This design comes from an exercise in tuning for small area and a short achievable clock period on the open sky130 flow, not from production work.
Where RTL was checked, it was by simulation tests only, not by an equivalence proof against the original.
Power and IR drop assume default switching activity.

## FIR
module FIR(Dout, Din, clk, reset);
output	[17:0]	Dout;
input 	[7:0] 	Din;
input 		clk, reset;
reg [7:0] h1, h2, h3, h4, h5, h6, h7;
reg [15:0] R;
wire s1, c1;
HA u1 (.a(h2[0]), .b(h4[0]), .s(s1), .co(c1));
wire s2, c2;
FA u2 (.a(h2[1]), .b(h4[1]), .c(c1), .s(s2), .co(c2));
wire s3, c3;
FA u3 (.a(h2[2]), .b(h4[2]), .c(c2), .s(s3), .co(c3));
wire s4, c4;
FA u4 (.a(h2[3]), .b(h4[3]), .c(c3), .s(s4), .co(c4));
wire s5, c5;
FA u5 (.a(h2[4]), .b(h4[4]), .c(c4), .s(s5), .co(c5));
wire s6, c6;
FA u6 (.a(h2[5]), .b(h4[5]), .c(c5), .s(s6), .co(c6));
wire s7, c7;
FA u7 (.a(h2[6]), .b(h4[6]), .c(c6), .s(s7), .co(c7));
wire s8, c8;
FA u8 (.a(h2[7]), .b(h4[7]), .c(c7), .s(s8), .co(c8));
wire s9, c9;
FA u9 (.a(h6[0]), .b(h7[0]), .c(Din[0]), .s(s9), .co(c9));
wire n10 = ~s1;
wire s11, c11;
FA u11 (.a(h6[1]), .b(h7[1]), .c(n10), .s(s11), .co(c11));
wire s12, c12;
FA u12 (.a(s11), .b(Din[1]), .c(c9), .s(s12), .co(c12));
wire n13 = ~h7[2];
wire s14, c14;
  ...
Settings: LEC_CHECK=0, ABC_CLOCK_PERIOD_IN_PS=2000, CAP_MARGIN=20, CORE_MARGIN=2, CORE_UTILIZATION=40, SLEW_MARGIN=20, SYNTH_HIERARCHICAL=1; clock period 13.0 ns.
standard.sh (not shown) runs the stock make flow with config.mk's settings and CLKGATE_MAP_FILE= SYNTH_SCRIPT=/design/flow/synth_recipe.tcl, a recipe that flattens the netlist after the stock synthesis.
==> flow/flow/run.sh <==
#!/bin/bash
# Layout flow: the standard flow (standard.sh), with its standard synthesis
# unchanged, then the layout steps with a larger setup margin for repair_timing,
# faster port buffers and a smaller clock tree. Each step's full output goes to
# a log in this folder.
set -euo pipefail
bash standard.sh synth > log_synth.txt 2>&1
bash standard.sh SETUP_SLACK_MARGIN=6.0 \
  "BUFFER_PORTS_ARGS=-buffer_cell sky130_fd_sc_hd__buf_2" \
  "CTS_ARGS=-sink_clustering_enable -repair_clock_nets -dont_use_dummy_load -buf_list sky130_fd_sc_hd__clkbuf_8 -sink_clustering_size 36 -sink_clustering_max_diameter 100" \
  finish > log_layout.txt 2>&1
The baseline ran to the end with no violations.
Then changed:
--- a/flow/flow/run.sh
+++ b/flow/flow/run.sh
@@ -6,5 +6,5 @@
 set -euo pipefail
 bash standard.sh synth > log_synth.txt 2>&1
-bash standard.sh SETUP_SLACK_MARGIN=6.0 \
+bash standard.sh SETUP_SLACK_MARGIN=5.0 \
   "BUFFER_PORTS_ARGS=-buffer_cell sky130_fd_sc_hd__buf_2" \
   "CTS_ARGS=-sink_clustering_enable -repair_clock_nets -dont_use_dummy_load -buf_list sky130_fd_sc_hd__clkbuf_8 -sink_clustering_size 36 -sink_clustering_max_diameter 100" \
Cell area drops by a few percent.
Routed wire length shrinks by a few percent.
First-iteration DRC count grows by roughly a tenth.
Global-route usage goes up by 0.32 points.
Non-clock buffer count came out lower by 13.
Core utilization falls by 2.8 points.
Sequential power is about the same.

========
Setup of oak:
FIR, a different RTL version from the one above (not shown whole).
Size in the first run: roughly 440 cells after synthesis, about 72 flip-flops, ~28 I/O pins.
clock: 13.0 ns
lec_check: 0
abc_clock_period_in_ps: 2000
cap_margin: 20
core_margin: 2
core_utilization: 40
slew_margin: 20
synth_hierarchical: 1
==> flow/flow/run.sh <==
#!/bin/bash
# Layout flow: the standard flow (standard.sh), with its standard synthesis
# unchanged, then the layout steps with a larger setup margin for repair_timing,
# faster port buffers and a smaller clock tree. Each step's full output goes to
# a log in this folder.
set -euo pipefail
bash standard.sh synth > log_synth.txt 2>&1
bash standard.sh SETUP_SLACK_MARGIN=6.3 \
  "BUFFER_PORTS_ARGS=-buffer_cell sky130_fd_sc_hd__buf_2" \
  "CTS_ARGS=-sink_clustering_enable -repair_clock_nets -dont_use_dummy_load -buf_list sky130_fd_sc_hd__clkbuf_8 -sink_clustering_size 36 -sink_clustering_max_diameter 100" \
  finish > log_layout.txt 2>&1
Here is what was changed in the inputs of pine compared with oak.
diff --git a/flow/flow/run.sh b/flow/flow/run.sh
--- a/flow/flow/run.sh
+++ b/flow/flow/run.sh
@@ -8 +8 @@
-bash standard.sh SETUP_SLACK_MARGIN=6.3 \
+bash standard.sh SETUP_SLACK_MARGIN=5.5 \
[summary]
pine completed; timing, DRC and antenna clean. The final-layout worst hold slack reported for pine is smaller than that of oak by 7.6 ps. Area growth from synthesis to layout was lower in the run labelled pine. Of oak and pine, the run reporting the lower met3 wirelength from detailed routing was pine. Run comparison: oak first element of the critical path Din[0]; pine first element of the critical path Din[5]. Fmax: pine lower than oak. oak -> pine: synthesized cell count delta 0, exact match. Compared to oak, the router laid down less metal wire for pine. Via count normalized by instance count: pine < oak.
The inputs of birch differ from those of pine as listed below.
diff --git a/flow/flow/run.sh b/flow/flow/run.sh
--- a/flow/flow/run.sh
+++ b/flow/flow/run.sh
@@ -8 +8 @@
-bash standard.sh SETUP_SLACK_MARGIN=5.5 \
+bash standard.sh SETUP_SLACK_MARGIN=6.0 \
## What came out
Area growth from synthesis to layout is lower on pine
Clock power essentially unchanged between birch and pine.
Setup slack: birch more than pine
The relative contribution of combinational cells to total power number comes out higher for birch vs pine.
Function was not checked in any run of this note: the RTL went through the layout flow alone.

========
== run A ==
FIR, a different RTL version from the one above (not shown whole).
Size in the first run: roughly 430 cells after synthesis, about 72 flip-flops, ~5100 µm² of cells after synthesis.
export LEC_CHECK = 0
export ABC_CLOCK_PERIOD_IN_PS = 2000
export CAP_MARGIN = 20
export CORE_MARGIN = 2
export CORE_UTILIZATION = 75
export SLEW_MARGIN = 20
export SYNTH_HIERARCHICAL = 1
create_clock -name core_clock -period 13.0 [get_ports {clk}]
==> flow/flow/run.sh <==
#!/bin/bash
# Layout flow: the standard flow (standard.sh), with its standard synthesis
# unchanged, then the layout steps with a larger setup margin for repair_timing,
# faster port buffers and a smaller clock tree. Each step's full output goes to
# a log in this folder.
set -euo pipefail
bash standard.sh synth > log_synth.txt 2>&1
bash standard.sh SETUP_SLACK_MARGIN=5.5 \
  "BUFFER_PORTS_ARGS=-buffer_cell sky130_fd_sc_hd__buf_2" \
  "CTS_ARGS=-sink_clustering_enable -repair_clock_nets -dont_use_dummy_load -buf_list sky130_fd_sc_hd__clkbuf_8 -sink_clustering_size 36 -sink_clustering_max_diameter 100" \
  finish > log_layout.txt 2>&1
The final layout from run A, which completed every stage, passed the timing, DRC and antenna checks at the end of the flow.
What run B does differently from run A at the input level:
--- a/flow/flow/run.sh
+++ b/flow/flow/run.sh
@@ -9,3 +9,3 @@
   "BUFFER_PORTS_ARGS=-buffer_cell sky130_fd_sc_hd__buf_2" \
-  "CTS_ARGS=-sink_clustering_enable -repair_clock_nets -dont_use_dummy_load -buf_list sky130_fd_sc_hd__clkbuf_8 -sink_clustering_size 36 -sink_clustering_max_diameter 100" \
+  "CTS_ARGS=-repair_clock_nets -dont_use_dummy_load -buf_list sky130_fd_sc_hd__clkbuf_4 -root_buf sky130_fd_sc_hd__clkbuf_16" \
   finish > log_layout.txt 2>&1
--- a/flow/config.mk
+++ b/flow/config.mk
@@ -10,3 +10,3 @@
 export CORE_MARGIN = 2
-export CORE_UTILIZATION = 75
+export CORE_UTILIZATION = 65
 export SLEW_MARGIN = 20
==> summary.txt <==
| highest ir drop seen on vdd | run B vs run A | worse |
Run B has leakage power of the design above what run A had.
Re part of the cycle the worst path needs: run B is 0.56 points down on run A.
Run A reports its timing endpoint of the critical path as Dout[15] while run B reports Dout[14].
The areal power density over the cells of run B exceeds that of run A by 7.2 nW/µm².
Run B vs run A — setup slack rose 0.073 ns.
In run B relative to run A, total power after layout had gone up by a few percent.
Inputs modified between run B and run C:
--- a/flow/flow/run.sh
+++ b/flow/flow/run.sh
@@ -9,3 +9,3 @@
   "BUFFER_PORTS_ARGS=-buffer_cell sky130_fd_sc_hd__buf_2" \
-  "CTS_ARGS=-repair_clock_nets -dont_use_dummy_load -buf_list sky130_fd_sc_hd__clkbuf_4 -root_buf sky130_fd_sc_hd__clkbuf_16" \
+  "CTS_ARGS=-sink_clustering_enable -repair_clock_nets -dont_use_dummy_load -buf_list sky130_fd_sc_hd__clkbuf_4 -root_buf sky130_fd_sc_hd__clkbuf_4 -tree_buf sky130_fd_sc_hd__clkbuf_4" \
   finish > log_layout.txt 2>&1
--- a/flow/config.mk
+++ b/flow/config.mk
@@ -10,3 +10,3 @@
 export CORE_MARGIN = 2
-export CORE_UTILIZATION = 65
+export CORE_UTILIZATION = 85
 export SLEW_MARGIN = 20
Findings:
Run C did not finish; a tool error ended it in global routing. For overall die height, dividing the value from run C by the value from run B gives 0.880. Cmp run C vs run B: worst setup slack before clock tree synthesis lower in run C. Run B -> run C: synthesized cell count delta 0, exact match. Compared to run B, run C has standard cell area after detailed placement 34 µm² lower. Against run B, run C reports a initial core utilization that is higher. Diff run B and run C: sum of net half-perimeters after detailed placement lower in run B.
--- input diff run C..run D ---
--- a/flow/flow/run.sh
+++ b/flow/flow/run.sh
@@ -9,3 +9,3 @@
   "BUFFER_PORTS_ARGS=-buffer_cell sky130_fd_sc_hd__buf_2" \
-  "CTS_ARGS=-sink_clustering_enable -repair_clock_nets -dont_use_dummy_load -buf_list sky130_fd_sc_hd__clkbuf_4 -root_buf sky130_fd_sc_hd__clkbuf_4 -tree_buf sky130_fd_sc_hd__clkbuf_4" \
+  "CTS_ARGS=-sink_clustering_enable -repair_clock_nets -dont_use_dummy_load -buf_list sky130_fd_sc_hd__clkbuf_4 -root_buf sky130_fd_sc_hd__clkbuf_8 -tree_buf sky130_fd_sc_hd__clkbuf_4" \
   finish > log_layout.txt 2>&1
--- a/flow/config.mk
+++ b/flow/config.mk
@@ -10,3 +10,3 @@
 export CORE_MARGIN = 2
-export CORE_UTILIZATION = 85
+export CORE_UTILIZATION = 65
 export SLEW_MARGIN = 20
Notes after the runs:
Run D ended with every stage complete and zero timing, DRC or antenna violations. Delta(initial core utilization, run D - run C) < 0. As far as post-synthesis area per instance goes, run C and run D are indistinguishable; the numbers are identical. Async set-or-reset flop fraction in the synthesized netlist came out exactly the same in run D and run C. Vertical die dimension ends up lower on run C. On run D: area after detailed placement is 34 µm² higher than what run C gave. Taking run D over run C, the die outline width ratio works out to 1.14. Looking at global placement routability congestion across run D and run C, the one that comes out lower is run D. Maximum clock insertion buffer count: run D vs run C, no meaningful difference. Run D: number of placed cells counting well taps higher than run C. Between run C and run D, the flow reports placed wire-length estimate decreasing by more than a quarter.
No run of this note included a check of the RTL's function; only the layout flow was run.

port drivers added, routing unchanged:
Ports are ideal in the flow. The routed layouts listed here were re-timed in OpenROAD.
Step 1 (the two cells are an assumption about what drives the block):
set clk [get_ports {clk}]
set_driving_cell -lib_cell sky130_fd_sc_hd__clkbuf_16 $clk
set_driving_cell -lib_cell sky130_fd_sc_hd__buf_2 [delete_from_list [all_inputs] $clk]
Step 2 adds t to the input delays and takes it off the output delays; t is the mean of the earliest and latest rising clock arrival at the registers after step 1. Input paths then give back, and output paths get back, about the clock's delay inside the block.
Three values: no drivers, after step 1, after step 2; two values: the first two.
run	t, ns	setup WS [ns]	clock arrival spread, ns	worst register clock-pin slew, ns	worst data-port slew with drivers (ns)
the first run of note 1	0.370	5.768 / 5.712 / 5.712	0.012 / 0.012	0.07 / 0.07	0.07
the second run of note 1	0.367	5.462 / 5.440 / 5.440	0.017 / 0.017	0.07 / 0.07	0.03
oak	0.374	5.829 / 5.776 / 5.776	0.027 / 0.027	0.08 / 0.08	0.07
pine	0.364	5.628 / 5.609 / 5.609	0.028 / 0.029	0.08 / 0.08	0.03
birch	0.368	5.844 / 5.784 / 5.784	0.030 / 0.029	0.08 / 0.08	0.07
run A	0.367	5.624 / 5.601 / 5.601	0.020 / 0.020	0.08 / 0.08	0.03
run B	0.364	5.697 / 5.673 / 5.673	0.020 / 0.020	0.06 / 0.06	0.04
run D	0.371	5.628 / 5.605 / 5.605	0.024 / 0.024	0.08 / 0.08	0.04
After both steps setup and hold are still met in every run listed. The setup slack of birch, which loses most, moves by -0.060 ns with the drivers and by -0.060 ns with both steps.
